This is an optimization exercise on Yosys and OpenROAD, whose aim is small area and a short achievable clock period, not a production implementation.
The RTL was checked by simulation tests, not by an equivalence proof against the original design.
Power figures rest on the tool's default switching activity, not on a simulated workload.

Setup of trial 33:
==> flow/design.v (excerpt) <==
module switch_4port(
	input  logic       clk,
	input  logic       rst_n,
	input  logic       port0_valid_in,
	input  logic [3:0] port0_source_in,
	input  logic [3:0] port0_target_in,
	input  logic [7:0] port0_data_in,
	output logic       port0_valid_out,
	output logic [3:0] port0_source_out,
	output logic [3:0] port0_target_out,
	output logic [7:0] port0_data_out,
	input  logic       port1_valid_in,
	input  logic [3:0] port1_source_in,
	input  logic [3:0] port1_target_in,
	input  logic [7:0] port1_data_in,
	output logic       port1_valid_out,
	output logic [3:0] port1_source_out,
	output logic [3:0] port1_target_out,
	output logic [7:0] port1_data_out,
	input  logic       port2_valid_in,
	input  logic [3:0] port2_source_in,
	input  logic [3:0] port2_target_in,
	input  logic [7:0] port2_data_in,
	output logic       port2_valid_out,
	output logic [3:0] port2_source_out,
	output logic [3:0] port2_target_out,
	output logic [7:0] port2_data_out,
	input  logic       port3_valid_in,
	input  logic [3:0] port3_source_in,
	input  logic [3:0] port3_target_in,
	input  logic [7:0] port3_data_in,
	output logic       port3_valid_out,
	output logic [3:0] port3_source_out,
	output logic [3:0] port3_target_out,
	output logic [7:0] port3_data_out
);
For scale: about 2,800 cells after synthesis, roughly 1,200 flip-flops, ~140 I/O pins, roughly 0.046 mm² of cells after synthesis.
==> module sync_fifo, before the edit <==
module sync_fifo (
	input  wire                          clk,
	input  wire                          we,
	input  wire [3:0]                    wr_ptr,
	input  wire [14:0]                   rd_oh,
	input  wire                          byp,       
	input  wire [switch_defs::PKT_W-1:0] data_in,
	output reg  [switch_defs::PKT_W-1:0] data_out
);
	localparam DEPTH = 15;
	reg [switch_defs::PKT_W-1:0] mem [0:DEPTH-1];
	always_ff @(posedge clk) begin
		if (we)
			mem[wr_ptr] <= data_in;
	end
	always_comb begin
		logic [switch_defs::PKT_W-1:0] d;
		d = {switch_defs::PKT_W{byp}} & data_in;
		for (int k = 0; k < DEPTH; k++)
			d = d | ({switch_defs::PKT_W{rd_oh[k] & ~byp}} & mem[k]);
		data_out = d;
	end
endmodule
==> module rx_port, before the edit <==
module rx_port (
	input  wire                          clk,
	input  wire                          rst_n,
	input  wire                          valid_in,
	input  wire [switch_defs::PKT_W-1:0] pkt_in,
	input  wire [4-1:0]         grant_vec,
	output reg  [switch_defs::PKT_W-1:0] hd_pkt,
	output reg  [4-1:0]         req
);
	reg        hv;         
	reg [14:0] rd_oh;      
	reg [3:0]  wr_ptr;
	reg        full;       
	reg        r_ne;       
	wire [switch_defs::PKT_W-1:0] ring_out;
	wire [4-1:0] owed   = req & ~grant_vec;
	wire                  ld     = (owed == {4{1'b0}});  
	wire                  push   = valid_in & ~full;
	wire                  deq    = ld & r_ne;           
	wire                  to_hd  = ld & ~r_ne;          
	wire                  enq    = push & ~to_hd;       
	wire [3:0] wr_i  = (wr_ptr == 4'd14) ? 4'd0 : wr_ptr + 4'd1;
	wire       c14   = rd_oh[wr_i];         
	wire [14:0] rd_n = {rd_oh[13:0], rd_oh[14]};
	wire       c1    = rd_n[wr_ptr];        
	wire       hv_n  = ~ld | r_ne | push;
	sync_fifo ring (
		.clk      (clk),
		.we       (~full),  
		.wr_ptr   (wr_ptr),
		.rd_oh    (rd_oh),
		.byp      (~r_ne),
		.data_in  (pkt_in),
		.data_out (ring_out)
	);
	always_ff @(posedge clk or negedge rst_n) begin
		if (!rst_n) begin
			hv     <= 1'b0;
			rd_oh  <= 15'd1;
			wr_ptr <= 4'd0;
			full   <= 1'b0;
			r_ne   <= 1'b0;
			req    <= {4{1'b0}};
		end else begin
			hv     <= hv_n;
			full   <= ~ld & (full | (c14 & push));
			r_ne   <= enq | (r_ne & ~(deq & c1));
			if (deq) rd_oh <= rd_n;
			if (enq) wr_ptr <= wr_i;
			if (!ld)
				req <= owed;
			else
				req <= ring_out[8 +: 4] & {4{r_ne | push}};
		end
	end
	always_ff @(posedge clk) begin
		if (ld)
			hd_pkt <= ring_out;
	end
endmodule
==> flow/config.mk <==
export PLATFORM = sky130hd
export DESIGN_NAME = switch_4port
export DESIGN_NICKNAME = switch_4port
export VERILOG_FILES = /design/flow/design.v
export SDC_FILE = /design/flow/constraint.sdc
export NUM_CORES = 4
export LEC_CHECK = 0
export CAP_MARGIN = 20
export CORE_MARGIN = 2
export CORE_UTILIZATION = 60
export CTS_CLUSTER_DIAMETER = 80
export CTS_CLUSTER_SIZE = 24
export PLACE_DENSITY = 0.75
export SETUP_SLACK_MARGIN = 3.3
export SLEW_MARGIN = 20
==> flow/constraint.sdc <==
create_clock -name core_clock -period 5.5 [get_ports {clk}]
set_input_delay 1.1000 -clock core_clock [delete_from_list [all_inputs] [get_ports {clk}]]
set_output_delay 1.1000 -clock core_clock [all_outputs]
set_load 0.01 [all_outputs]
run.sh (not shown) runs the stock make flow with config.mk's settings and CLKGATE_MAP_FILE= SYNTH_SCRIPT=/design/flow/synth_recipe.tcl, a recipe that flattens the netlist after the stock synthesis.
Trial 33 | status: complete | timing, DRC, antenna: pass
Relative to trial 33, the following input files were edited for trial 76:
-- flow/design.v --
<<< trial 33, line 14
	input  wire [3:0]                    wr_ptr,
	input  wire [14:0]                   rd_oh,
	input  wire                          byp,       
	input  wire [switch_defs::PKT_W-1:0] data_in,
	output reg  [switch_defs::PKT_W-1:0] data_out
>>> trial 76, line 14
	input  wire [3:0]                    wr_ptr,
	input  wire [14:0]                   rd_oh,
	input  wire [switch_defs::PKT_W-1:0] data_in,
	output reg  [switch_defs::PKT_W-1:0] data_out
<<< trial 33, line 26
	always_comb begin
		logic [switch_defs::PKT_W-1:0] d;
		d = {switch_defs::PKT_W{byp}} & data_in;
		for (int k = 0; k < DEPTH; k++)
			d = d | ({switch_defs::PKT_W{rd_oh[k] & ~byp}} & mem[k]);
		data_out = d;
	end
>>> trial 76, line 25
	always_comb begin
		logic [switch_defs::PKT_W-1:0] d;
		d = '0;
		for (int k = 0; k < DEPTH; k++)
			d = d | ({switch_defs::PKT_W{rd_oh[k]}} & mem[k]);
		data_out = d;
	end
<<< trial 33, line 46
	reg [3:0]  wr_ptr;
	reg        full;       
	reg        r_ne;       
	wire [switch_defs::PKT_W-1:0] ring_out;
	wire [4-1:0] owed   = req & ~grant_vec;
	wire                  ld     = (owed == {4{1'b0}});  
	wire                  push   = valid_in & ~full;
	wire                  deq    = ld & r_ne;           
	wire                  to_hd  = ld & ~r_ne;          
>>> trial 76, line 45
	reg [3:0]  wr_ptr;
	reg        full;       
	wire [switch_defs::PKT_W-1:0] ring_out;
	wire [4-1:0] owed   = req & ~grant_vec;
	wire                  ld     = (owed == {4{1'b0}});  
	wire                  push   = valid_in & ~full;
	wire                  r_ne   = ~rd_oh[wr_ptr] | full;   
	wire                  deq    = ld & r_ne;           
	wire                  to_hd  = ld & ~r_ne;          
<<< trial 33, line 56
	wire [3:0] wr_i  = (wr_ptr == 4'd14) ? 4'd0 : wr_ptr + 4'd1;
	wire       c14   = rd_oh[wr_i];         
	wire [14:0] rd_n = {rd_oh[13:0], rd_oh[14]};
	wire       c1    = rd_n[wr_ptr];        
	wire       hv_n  = ~ld | r_ne | push;
	sync_fifo ring (
>>> trial 76, line 55
	wire [3:0] wr_i  = (wr_ptr == 4'd14) ? 4'd0 : wr_ptr + 4'd1;
	wire       c14   = rd_oh[wr_i];         
	wire       hv_n  = ~ld | r_ne | push;
	sync_fifo ring (
<<< trial 33, line 64
		.wr_ptr   (wr_ptr),
		.rd_oh    (rd_oh),
		.byp      (~r_ne),
		.data_in  (pkt_in),
		.data_out (ring_out)
>>> trial 76, line 61
		.wr_ptr   (wr_ptr),
		.rd_oh    (rd_oh),
		.data_in  (pkt_in),
		.data_out (ring_out)
<<< trial 33, line 74
			wr_ptr <= 4'd0;
			full   <= 1'b0;
			r_ne   <= 1'b0;
			req    <= {4{1'b0}};
		end else begin
			hv     <= hv_n;
			full   <= ~ld & (full | (c14 & push));
			r_ne   <= enq | (r_ne & ~(deq & c1));
			if (deq) rd_oh <= rd_n;
			if (enq) wr_ptr <= wr_i;
			if (!ld)
				req <= owed;
			else
				req <= ring_out[8 +: 4] & {4{r_ne | push}};
		end
	end
	always_ff @(posedge clk) begin
		if (ld)
			hd_pkt <= ring_out;
	end
endmodule
>>> trial 76, line 70
			wr_ptr <= 4'd0;
			full   <= 1'b0;
			req    <= {4{1'b0}};
		end else begin
			hv     <= hv_n;
			full   <= ~ld & (full | (c14 & push));
			if (deq) rd_oh <= {rd_oh[13:0], rd_oh[14]};
			if (enq) wr_ptr <= wr_i;
			if (!ld)
				req <= owed;
			else if (r_ne)
				req <= ring_out[8 +: 4];
			else
				req <= push ? pkt_in[8 +: 4] : {4{1'b0}};
		end
	end
	always_ff @(posedge clk) begin
		if (ld)
			hd_pkt <= r_ne ? ring_out : pkt_in;
	end
endmodule
Findings:
Lower average routed wire per standard cell was reported by trial 33, not trial 76. Layout-stage area growth over the synthesis result is higher on trial 76. Floorplan check, trial 76 vs trial 33: die outline larger in trial 76. Summary of the comparison: routed via count divided by cell count is higher in trial 76, relative to trial 33. Cell with the biggest individual delay on the critical path: sky130_fd_sc_hd__dfrtp_1 -> trial 33, sky130_fd_sc_hd__or4_4 -> trial 76. Compared with trial 33, trial 76 shows a higher final worst hold slack. Going from trial 33 to trial 76, clock power share now sits higher, upper clock frequency limit now sits lower, total routed wirelength now sits higher. Compared with trial 33, trial 76 shows weighted congestion reported at the end of routability-driven placement that has gone down by a few percent. Diff trial 33 -> trial 76 | count of mapped cells out of synthesis | increase of 83. For trial 76, the critical path start-end classification was register to register, unlike trial 33, where it was register to primary output. Final total power, trial 33 and trial 76: larger value in trial 33.

afterwards: timing with drivers on the ports:
The results above use ideal ports. As a check the final layouts listed here were re-extracted and re-timed, cells and wires unchanged. Step 1 sets driving cells, clkbuf_16 on the clock port and buf_2 on the other inputs (assumed; they add their load-dependent delay and slew). Step 2, shift: input delay + t, output delay - t, t = (earliest + latest rising clock arrival at the registers) / 2. This alone moves slack from input paths to output paths. Three values: ideal ports, drivers, drivers and shift; two values: the first two.
run | shift t [ns] | slack for setup (ns) | latest minus earliest clock arrival (ns) | slew at the worst register clock pin (ns) | cell pins on the clock port's net
trial 33 | 0.726 | 3.142 / 3.074 / 2.685 | 0.030 / 0.030 | 0.10 / 0.10 | 1
trial 76 | 0.730 | 3.057 / 3.056 / 2.443 | 0.048 / 0.049 | 0.11 / 0.11 | 1
After both steps setup and hold are still met in every run listed. The setup slack of trial 76, which loses most, moves by -0.001 ns with the drivers and by -0.614 ns with both steps.
